Source: an optimization exercise on an open RTL-to-GDS flow (aim: small area and a short achievable clock period). Production flows keep margins and buffers that such runs may drop. Only simulation tests tie the RTL to the original design; equivalence was not proved. No activity file was given, so power comes from the tool's default toggle rates.

==> branch fjord <==
Design processor, start of the top module:
module processor( input         clk, reset,
                  output [31:0] PC,
                  input  [31:0] instruction,
                  output        WE,
                  output [31:0] address_to_mem,
                  output [31:0] data_to_mem,
                  input  [31:0] data_from_mem
                );
==> module processor, before the edit <==
module processor( input         clk, reset,
                  output [31:0] PC,
                  input  [31:0] instruction,
                  output        WE,
                  output [31:0] address_to_mem,
                  output [31:0] data_to_mem,
                  input  [31:0] data_from_mem
                );
    wire [6:0] op = instruction[6:0];
    wire [2:0] f3 = instruction[14:12];
    wire [4:0] a1 = instruction[19:15];
    wire [4:0] a2 = instruction[24:20];
    wire [4:0] a3 = instruction[11:7];
    wire is_store = ~op[6] &  op[5] & ~op[4];
    wire is_lui   = ~op[6] &  op[4] &  op[2];
    wire is_rtype = ~op[6] &  op[5] &  op[4] & ~op[2];
    wire is_flog  = ~op[6] & ~op[4] &  op[3];
    wire is_load  = ~op[6] & ~op[5] & ~op[4] & ~op[3];
    wire is_br    =  op[6] & ~op[2];
    wire is_jal   =  op[6] &  op[2] &  op[3];
    wire is_jalr  =  op[6] &  op[2] & ~op[3];
    wire reg_write = ~is_store & ~is_br;
    wire [31:0] imm_i = {{20{instruction[31]}}, instruction[31:20]};
    wire [31:0] imm_s = {{20{instruction[31]}}, instruction[31:25], instruction[11:7]};
    wire [31:0] imm_u = {instruction[31:12], 12'b0};
    wire [31:0] imm_b = {{20{instruction[31]}}, instruction[7], instruction[30:25], instruction[11:8], 1'b0};
    wire [31:0] imm_j = {{12{instruction[31]}}, instruction[19:12], instruction[20], instruction[30:21], 1'b0};
    reg  [31:0] rf [1:31];
    wire [31:0] wd;
    wire [31:0] rs1, rs2;
    wire [2:0]  rs1_m [0:31];
    wire [31:0] wd_r = wd & {32{~reset}};
    wire [31:0] sel1, sel2, en, en_n;
    genvar gi, gb;
    generate
        for (gi = 0; gi < 32; gi = gi + 1) begin : dec
            assign sel1[gi] = (a1 == gi);
            assign sel2[gi] = (a2 == gi);
            assign en[gi]   = reset | (reg_write & (a3 == gi));
            assign en_n[gi] = ~en[gi];
        end
        for (gi = 1; gi < 32; gi = gi + 1) begin : wr
            wire [31:0] d;
            for (gb = 0; gb < 32; gb = gb + 1) begin : b
                k_a22o m (.a1(rf[gi][gb]), .a2(en_n[gi]), .b1(wd_r[gb]), .b2(en[gi]), .y(d[gb]));
            end
            always @(posedge clk) rf[gi] <= d;
        end
        for (gb = 0; gb < 32; gb = gb + 1) begin : rd
            wire [31:1] q;
            for (gi = 1; gi < 32; gi = gi + 1) begin : c
                assign q[gi] = rf[gi][gb];
            end
            rf_rdbit_m r1 (.q(q), .sel(sel1[31:1]), .m(rs1_m[gb]));
            k_or3 o1 (rs1_m[gb][0], rs1_m[gb][1], rs1_m[gb][2], rs1[gb]);
            rf_rdbit r2 (.q(q), .sel(sel2[31:1]), .y(rs2[gb]));
        end
    endgenerate
    wire [31:0] imm_a = is_store ? imm_s : (is_lui ? imm_u : imm_i);
    wire [31:0] agu;
    wire [31:0] rs1_m0, rs1_m1, rs1_m2;
    generate
        for (gb = 0; gb < 32; gb = gb + 1) begin : rm
            assign rs1_m0[gb] = rs1_m[gb][0];
            assign rs1_m1[gb] = rs1_m[gb][1];
            assign rs1_m2[gb] = rs1_m[gb][2];
        end
    endgenerate
    add_agu u_agu (.m0(rs1_m0), .m1(rs1_m1), .m2(rs1_m2), .a(rs1), .b(imm_a), .s(agu));
    assign address_to_mem = agu;
    assign data_to_mem = rs2;
    reg  [7:0] armed_key;
    always @(posedge clk) if (reset) armed_key <= 8'hA5;
    assign WE = is_store & (armed_key == 8'hA5);
    wire        sub = is_br | instruction[30];
    wire [31:0] bx = rs2 ^ {32{sub}};
    wire [31:0] as_p = rs1 ^ bx;
    wire [31:0] as_g = rs1 & bx;
    wire [31:0] as_g0 = {as_g[31:1], as_g[0] | (as_p[0] & sub)};
    wire [31:0] addsub;
    add_as u_as (.g(as_g0), .p(as_p), .c0(sub), .s(addsub));
    wire        eq = &as_p;           
    wire        lt = addsub[31];
    wire [31:0] andv = rs1 & rs2;
    wire [31:0] srlv = (|rs2[31:5]) ? 32'b0 : (rs1 >> rs2[4:0]);
    wire [8:0]  fl = {1'b0, rs1[30:23]} - 9'd127;
    wire [31:0] flog = {{23{fl[8]}}, fl};
    reg  [31:0] pc_q;
    assign PC = pc_q;
    wire [31:0] pc4 = pc_q + 32'd4;
    wire [31:0] immbj = op[2] ? imm_j : imm_b;
    wire [31:0] pcimm;
    add_pc u_pc (.g(pc_q & immbj), .p(pc_q ^ immbj), .c0(1'b0), .s(pcimm));
    wire taken = is_br & (f3[2] ? lt : eq);
    wire [31:0] pc_next = is_jalr ? agu : ((is_jal | taken) ? pcimm : pc4);
    always @(posedge clk) pc_q <= reset ? 32'b0 : pc_next;
    reg [31:0] wdr;
    always @(*) begin
        if (is_rtype)
            wdr = f3[2] ? (f3[1] ? andv : srlv) : addsub;
        else if (is_load)
            wdr = data_from_mem;
        else if (is_flog)
            wdr = flog;
        else if (op[6])
            wdr = pc4;
        else
            wdr = agu;
    end
    assign wd = wdr;
endmodule
export LEC_CHECK = 0
export CAP_MARGIN = 20
export CORE_MARGIN = 2
export CORE_UTILIZATION = 40
export CTS_BUF_LIST = sky130_fd_sc_hd__clkbuf_8
export SETUP_SLACK_MARGIN = 3.5
export SLEW_MARGIN = 20
export SYNTH_HIERARCHICAL = 1
export TNS_END_PERCENT = 10
create_clock -name core_clock -period 11.0 [get_ports {clk}]
run.sh (not shown) runs the stock make flow with config.mk's settings and CLKGATE_MAP_FILE= SYNTH_SCRIPT=/design/flow/synth_recipe.tcl, a recipe that flattens the netlist after the stock synthesis.
==> branch quartz (differences from branch fjord) <==
--- a/flow/design.v
+++ b/flow/design.v
@@ -36,4 +36,2 @@
         for (gi = 0; gi < 32; gi = gi + 1) begin : dec
-            assign sel1[gi] = (a1 == gi);
-            assign sel2[gi] = (a2 == gi);
             assign en[gi]   = reset | (reg_write & (a3 == gi));
@@ -41,2 +39,6 @@
         end
+        for (gi = 0; gi < 1; gi = gi + 1) begin : rdec
+            rf_dec5 d1 (.a(a1), .sel(sel1));
+            rf_dec5 d2 (.a(a2), .sel(sel2));
+        end
         for (gi = 1; gi < 32; gi = gi + 1) begin : wr
@@ -147,2 +149,22 @@
 endmodule
+module rf_dec5 (input [4:0] a, output [31:0] sel);
+    wire [4:0] an;
+    wire [3:0] lo_n;
+    wire [7:0] hi_n;
+    genvar i;
+    generate
+        for (i = 0; i < 5; i = i + 1) begin : inv
+            k_inv u (a[i], an[i]);
+        end
+        for (i = 0; i < 4; i = i + 1) begin : lo
+            k_nand2 u ((i % 2) ? a[0] : an[0], ((i / 2) % 2) ? a[1] : an[1], lo_n[i]);
+        end
+        for (i = 0; i < 8; i = i + 1) begin : hi
+            k_nand3 u ((i % 2) ? a[2] : an[2], ((i / 2) % 2) ? a[3] : an[3], ((i / 4) % 2) ? a[4] : an[4], hi_n[i]);
+        end
+        for (i = 0; i < 32; i = i + 1) begin : s
+            k_nor2 u (lo_n[i % 4], hi_n[i / 4], sel[i]);
+        end
+    endgenerate
+endmodule
 module k_o31ai (input a1, a2, a3, b1, output y); assign y = ~((a1 | a2 | a3) & b1); endmodule
==> flow/flow/run.sh (new file) <==
#!/bin/bash
# Standard ORFS layout (the standard.sh, unchanged synthesis), with these
# implementation choices passed to ORFS on make's command line:
#  - CTS without dummy balancing loads, clock buffers clkbuf_8;
#  - port buffers (one per input and output port) of type buf_2.
# Each tool's full output stays in orfs/logs; make's output goes to standard.log.
set -euo pipefail
bash standard.sh \
  "CTS_ARGS=-sink_clustering_enable -repair_clock_nets -dont_use_dummy_load -buf_list sky130_fd_sc_hd__clkbuf_8" \
  "BUFFER_PORTS_ARGS=-inputs -outputs -buffer_cell sky130_fd_sc_hd__buf_2" \
  finish > standard.log 2>&1
==> flow/standard.sh (new file) <==
#!/bin/bash
# synth_recipe.tcl (not shown) runs the flow's synth.tcl, then flattens the netlist and writes it again
# the make line also repeats each setting of config.mk as NAME=value (left out here)
make -C /OpenROAD-flow-scripts/flow DESIGN_CONFIG=/design/flow/config.mk WORK_HOME=/design/flow/orfs CLKGATE_MAP_FILE= SYNTH_SCRIPT=/design/flow/synth_recipe.tcl "${@:-finish}"
--- a/flow/config.mk
+++ b/flow/config.mk
@@ -7,8 +7,8 @@
 export LEC_CHECK = 0
-export CAP_MARGIN = 20
+export CAP_MARGIN = 10
 export CORE_MARGIN = 2
-export CORE_UTILIZATION = 40
-export CTS_BUF_LIST = sky130_fd_sc_hd__clkbuf_8
+export CORE_UTILIZATION = 42
+export PLACE_DENSITY = 0.68
 export SETUP_SLACK_MARGIN = 3.5
-export SLEW_MARGIN = 20
+export SLEW_MARGIN = 10
 export SYNTH_HIERARCHICAL = 1
removed: flow/run.sh
==> results.txt <==
| quantity | branch fjord | branch quartz |
|---|---|---|
| Layout clock buffer count | 223 | 167 |
| Placed Cells | 6661 | 6590 |
| Psw | 4.92 mW | 4.72 mW |
| Reg-to-reg startpoint | rf[10][11] | rf[1][3] |
| Final standard cell utilization of the core | 0.523 | 0.511 |
| Cell count of the worst reg-to-reg path | 19 | 16 |
| Fraction of met1 tracks used by global routing | 0.522 | 0.500 |
| Final number of max-transition violations | 0 | 6 |
| Number of tap cells inserted | 1625 | 1536 |
| First-pass GRT wire length | 382 mm | 364 mm |
| Worst path bufs/invs | 6 | 4 |
| Met3 demand-to-capacity share in global routing | 0.129 | 0.175 |
| Result of the run | complete, no violations | complete, but fails checks |
| Violated checks | - | capacitance limit, slew limit |
| Power in the clock group | 3.62 mW | 2.78 mW |
| Multi-input logic portion of the cell area | 0.481 | 0.506 |
| Metal2 WL | 113 mm | 103 mm |
| Core Rows | 128 | 126 |
| Portion of the layout cell area used by non-clock buffers | 0.104 | 0.0749 |
| Syn Std Cell Area | 49300 µm² | 49600 µm² |
| Highest ir drop seen on vdd | 0.139 mV | 0.140 mV |
| Total CTS buffers | 173 | 167 |
| Minimum period implied by the final worst setup slack | 7.96 ns | 7.92 ns |
| Min Hold Slack | 0.509 ns | 0.510 ns |
| Area of the multi-input gates | 30700 µm² | 30400 µm² |
| Global-route met2 utilization | 0.604 | 0.568 |
| Worst Setup EP | data_to_mem[11] | address_to_mem[31] |
| Via count of the first global-routing pass | 50500 | 50100 |

==> what the ideal ports hide <==
The results above use ideal ports. As a check the final layouts listed here were re-extracted and re-timed, cells and wires unchanged.
Step 1: set_driving_cell puts a clkbuf_16 on clk and a buf_2 on each other input, an assumption about the parent block.
Step 2 times the ports against the registers' clock, not the clock port: input delays grow and output delays shrink by t, the midpoint of the rising clock arrivals with the driver on.
Slacks: ideal / step 1 / step 2; pairs: ideal / step 1.
run	t, ns	setup WS [ns]	clock arrival spread, ns	slew at the worst register clock pin (ns)	worst slew at a driven data input, ns
branch fjord	0.994	3.040 / 2.970 / 2.104	0.088 / 0.088	0.09 / 0.09	0.18
branch quartz	0.917	3.076 / 2.978 / 2.191	0.103 / 0.102	0.07 / 0.07	0.19
For branch fjord, which loses most, drivers alone change the setup slack by -0.070 ns; drivers and shift together by -0.936 ns.
